Context: an optimization exercise on an open-source flow, tuned for small area, a short achievable clock period and few clock cycles. The choices shown serve that exercise and are no tape-out recipe.
Only simulation tests tie the RTL to the original design; equivalence was not proved.
Power and IR drop assume default switching activity.

File: flow/config.mk
export PLATFORM = sky130hd
export DESIGN_NAME = crack
export DESIGN_NICKNAME = crack
export VERILOG_FILES = /design/flow/design.v
export SDC_FILE = /design/flow/constraint.sdc
export NUM_CORES = 4
export LEC_CHECK = 0
export CAP_MARGIN = 20
export CORE_MARGIN = 2
export CORE_UTILIZATION = 45
export PLACE_DENSITY = 0.6
export SLEW_MARGIN = 20
File: flow/constraint.sdc
create_clock -name core_clock -period 10.0 [get_ports {clk}]
set_input_delay 2.0000 -clock core_clock [delete_from_list [all_inputs] [get_ports {clk}]]
set_output_delay 2.0000 -clock core_clock [all_outputs]
set_load 0.01 [all_outputs]
File: flow/design.v
module crack(input logic clk, input logic rst_n,
             input logic en, output logic rdy,
             output logic [23:0] key, output logic key_valid,
             output logic [7:0] ct_addr, input logic [7:0] ct_rddata,
             input logic flag);
    localparam logic [2:0] S_IDLE = 3'd0, S_INIT = 3'd1, S_KSA = 3'd2,
                           S_P1 = 3'd3, S_P2 = 3'd4, S_DONE = 3'd5;
    logic [2:0]  st;
    logic [23:0] kt;           
    logic [7:0]  ka, kb, kc;   
    logic [6:0]  cnt;          
    logic [7:0]  jr;           
    logic [7:0]  ir;           
    logic [7:0]  tr;           
    logic [7:0]  si;           
    logic [7:0]  off;          
    logic [7:0]  n;            
    logic [7:0]  len;          
    logic        lok;          
    logic        first;        
    logic [2047:0] q;          
    logic [2047:0] d;          
    wire init = (st == S_INIT);
    wire ksa  = (st == S_KSA);
    wire p1   = (st == S_P1);
    wire [7:0] A = q[7:0]  ^ 8'hFE;
    wire [7:0] B = q[15:8] ^ 8'hFF;
    wire [7:0] j1r = jr + A + ka;
    wire       e1  = (j1r == 8'd1);
    wire [7:0] Bp  = e1 ? A : B;              
    wire [7:0] j2r = j1r + Bp + kb;
    wire       e12 = (j2r == j1r);
    wire       e20 = (j2r == 8'd0);
    wire [7:0] jnr = jr + si;                 
    wire [7:0] a1 = ksa ? j1r : (p1 ? jnr : tr);
    wire [7:0] a2 = ksa ? j2r : (p1 ? ir : ir + 8'd1);
    logic [15:0] h1, l1, h2, l2;
    logic [255:0] w1, w2, hold;
    always_comb begin
        for (int k = 0; k < 16; k++) begin
            h1[k] = !init && (a1[7:4] == k[3:0]);
            l1[k] = (a1[3:0] == k[3:0]);
            h2[k] = !init && (a2[7:4] == k[3:0]);
            l2[k] = (a2[3:0] == k[3:0]);
        end
        for (int x = 0; x < 256; x++) begin
            w1[x] = h1[x / 16] & l1[x % 16];
            w2[x] = h2[x / 16] & l2[x % 16];
            hold[x] = !(w1[x] | w2[x] | init);
        end
    end
    logic [7:0] r1, r2;
    always_comb begin
        r1 = 8'd0;
        r2 = 8'd0;
        for (int x = 0; x < 256; x++) begin
            r1 = r1 | ({8{w1[x]}} & (q[8*x +: 8] ^ 8'(x - 2)));
            r2 = r2 | ({8{w2[x]}} & (q[8*x +: 8] ^ 8'(x - 2)));
        end
    end
    wire [7:0] R2 = e12 ? A : (e20 ? r1 : r2);
    wire [7:0] b1 = ksa ? (e12 ? Bp : A) : (p1 ? si : r1);
    wire [7:0] b2 = ksa ? Bp : (p1 ? r1 : r2);
    genvar p, b;
    generate
        for (p = 0; p < 254; p++) begin : g_ent
            localparam int X = p + 2;
            localparam logic [7:0] PP = 8'(p - 2);    
            localparam logic [7:0] PX = 8'(p);        
            for (b = 0; b < 8; b++) begin : g_bit
                if (PP[b] != PX[b]) begin : g_inv
                    assign d[8*p + b] = ~((w1[X] & (b1[b] ^ ~PP[b])) |
                                          (w2[X] & (b2[b] ^ ~PP[b])) |
                                          (hold[X] & q[8*X + b]));
                end else begin : g_buf
                    assign d[8*p + b] =  ((w1[X] & (b1[b] ^ PP[b])) |
                                          (w2[X] & (b2[b] ^ PP[b])) |
                                          (hold[X] & q[8*X + b]));
                end
            end
        end
    endgenerate
    wire [7:0] n0 = ({8{w1[0]}} & b1) | ({8{w2[0]}} & b2) | ({8{hold[0]}} & A);
    wire [7:0] n1 = ({8{w1[1]}} & b1) | ({8{w2[1]}} & b2) | ({8{hold[1]}} & B);
    wire [7:0] v254 = init ? 8'd254 : (ksa ? (e20 ? Bp : r1) : n0);
    wire [7:0] v255 = init ? 8'd255 : (ksa ? R2 : n1);
    assign d[8*254 +: 8] = v254 ^ 8'd252;
    assign d[8*255 +: 8] = v255 ^ 8'd253;
    always_ff @(posedge clk) q <= d;
    wire [7:0] pt = r1 ^ ct_rddata;
    wire ok = lok && (pt >= 8'h20) && (pt <= 8'h7E);
    wire cok = (ct_rddata >= 8'h20) && (ct_rddata <= 8'h7E);
    always_ff @(posedge clk) begin
        off <= off + 8'd2;
        if (!rst_n || !en) begin
            st    <= S_IDLE;
            kt    <= {23'd0, flag};
            n     <= 8'd0;
            first <= 1'b1;
        end else begin
            case (st)
                S_IDLE: st <= S_INIT;
                S_INIT: begin
                    st  <= S_KSA;
                    cnt <= 7'd0;
                    jr  <= 8'd0;
                    off <= 8'd0;
                    ka  <= kt[23:16];
                    kb  <= kt[15:8];
                    kc  <= kt[7:0];
                    n   <= 8'd1;
                    if (first) begin
                        len   <= ct_rddata;
                        lok   <= cok;
                        first <= 1'b0;
                    end
                end
                S_KSA: begin
                    cnt <= cnt + 7'd1;
                    ka  <= kc;
                    kb  <= ka;
                    kc  <= kb;
                    jr  <= j2r - 8'd2;
                    if (cnt == 7'd127) begin
                        st <= S_P1;
                        jr <= 8'd0;
                        ir <= 8'd1;
                        si <= d[15:8] ^ 8'hFF;
                    end
                end
                S_P1: begin
                    st <= S_P2;
                    jr <= jnr - 8'd2;
                    ir <= ir - 8'd2;
                    tr <= si + r1 - off - 8'd2;
                end
                S_P2: begin
                    jr <= jr - 8'd2;
                    ir <= ir - 8'd1;
                    si <= r2;
                    if (!ok) begin
                        st <= S_INIT;
                        kt <= kt + 24'd2;
                        n  <= 8'd1;
                    end else if (n == len) begin
                        st <= S_DONE;
                    end else begin
                        st <= S_P1;
                        n  <= n + 8'd1;
                    end
                end
                default: ;
            endcase
        end
    end
    assign rdy       = (st == S_DONE);
    assign key_valid = rdy;
    assign key       = kt;
    assign ct_addr   = n;
endmodule
File: flow/run.sh
#!/bin/bash
# synth_recipe.tcl (not shown) runs the flow's synth.tcl, then flattens the netlist and writes it again
# the make line also repeats each setting of config.mk as NAME=value (left out here)
make -C /OpenROAD-flow-scripts/flow DESIGN_CONFIG=/design/flow/config.mk WORK_HOME=/design/flow/orfs CLKGATE_MAP_FILE= SYNTH_SCRIPT=/design/flow/synth_recipe.tcl finish
==> summary.txt <==
status=did not finish; Fail Step=5_1_grt; stop err=[ERROR GRT-0116] Global routing finished with congestion. Check the congestion regions in the DRC Viewer.; top_reg_cell synth=dfxtp_1; synthesized net count=between 10000 and 15000; Post-synth ARST share=0%; Initial Utilization=45.24%; # H-tree levels=4; All-Layer GR Usage=119.2%; hpwl dp=1079000 um; cell area after synthesis=116100 um2; grt ovf=between 50000 and 60000; Max clock buf depth=3; Seq/Total Area, Yosys=~38%; RePlAce Congestion=2.398; pre-CTS setup slack=-1.111 ns; FF+latch count, synth=between 2000 and 2500; FP Rows=roughly 190; CTS root buf=clkbuf_16; synthesized area per cell=between 8 and 9 um2; Post-synth EDFFs=73; vias in the first global route=between 150k and 200k; global-route wire length before repair=2089000 um; placed inst area=132900 um2; Hold-fix buffers, CTS=0; Die Span Y=512.0 um; clock sinks=2163; cts bufs inserted=221; Yosys Warn Count=1; largest net degree at the start of global routing=just over 80; cells after synthesis=around 14000; die width=~510 um; IO Count=46; post-synth cell types=113; I/O Buffers=45
## power by group through the flow
stage	logic [uW]	registers, uW	clock network (uW)
after CTS	7320	13400	8620
after detailed placement	7150	13600	0
after global placement	7040	13600	0
after floorplan	3270	10700	0
## worst max-delay path by stage
stage / start / to / slack [ns] / depth (start not counted)
4_1_cts: jr[1] / q[912] / 0.0005 / 39
3_3_place_gp: jr[1] / q[6] / -1.82 / 41
2_1_floorplan: jr[1] / q[222] / 1.21 / 40
3_5_place_dp: jr[1] / q[875] / -1.11 / 40
## Yosys cell counts (110+ instances only)
cell type	n	area [um2]
a21oi_1	444	2222
a221oi_1	140	1226
a222oi_1	466	4664
a22o_1	206	1804
a22oi_1	1474	11070
a31oi_1	110	688.2
buf_2	276	1381
clkbuf_1	841	3157
dfxtp_1	2090	41840
inv_1	253	949.7
nand2_1	773	2902
nand3_1	571	2858
nand4_1	315	1971
nor2_1	847	3179
nor3_1	755	3779
nor4_1	243	1520
o21ai_0	1514	7577
o221ai_1	205	1795
o22ai_1	404	2527
o2bb2ai_1	120	1051
or4_1	128	960.9
## layer usage
layer	GRT usage, %	GRT overflow
met2	149.0	30800
met1	116.9	17590
met4	103.1	5023
met3	97.42	5254
met5	89.83	666
## per-stage QoR
stage / power (uW) / cells / util [%]
after floorplan: 13990 / 13990 / -
after global placement: 20680 / 17970 / 51.70
after detailed placement: 20740 / 17980 / 51.77
after CTS: 29370 / 18410 / 55.05
## what timing repair did
action,in CTS
gates resized for setup,108
endpoints found under the setup margin,2054
gates cloned,7
pin swaps,18
setup buffers,17
## cells by family after synthesis
logic type | count (synthesis) | synth area share [%]
other | 1 | 0.003229
buffers and inverters | 1573 | 5.824
flip-flops | 2163 | 37.92
AND/OR/NAND/NOR | 3963 | 16.90
adder cells (fa/ha/maj) | 67 | 0.8770
AO/OA/AOI/OAI | 6043 | 36.94
multiplexers | 110 | 0.9901
XOR/XNOR | 72 | 0.5430
Testbench counts, summed over its fixed seeds: cycles 18,296.
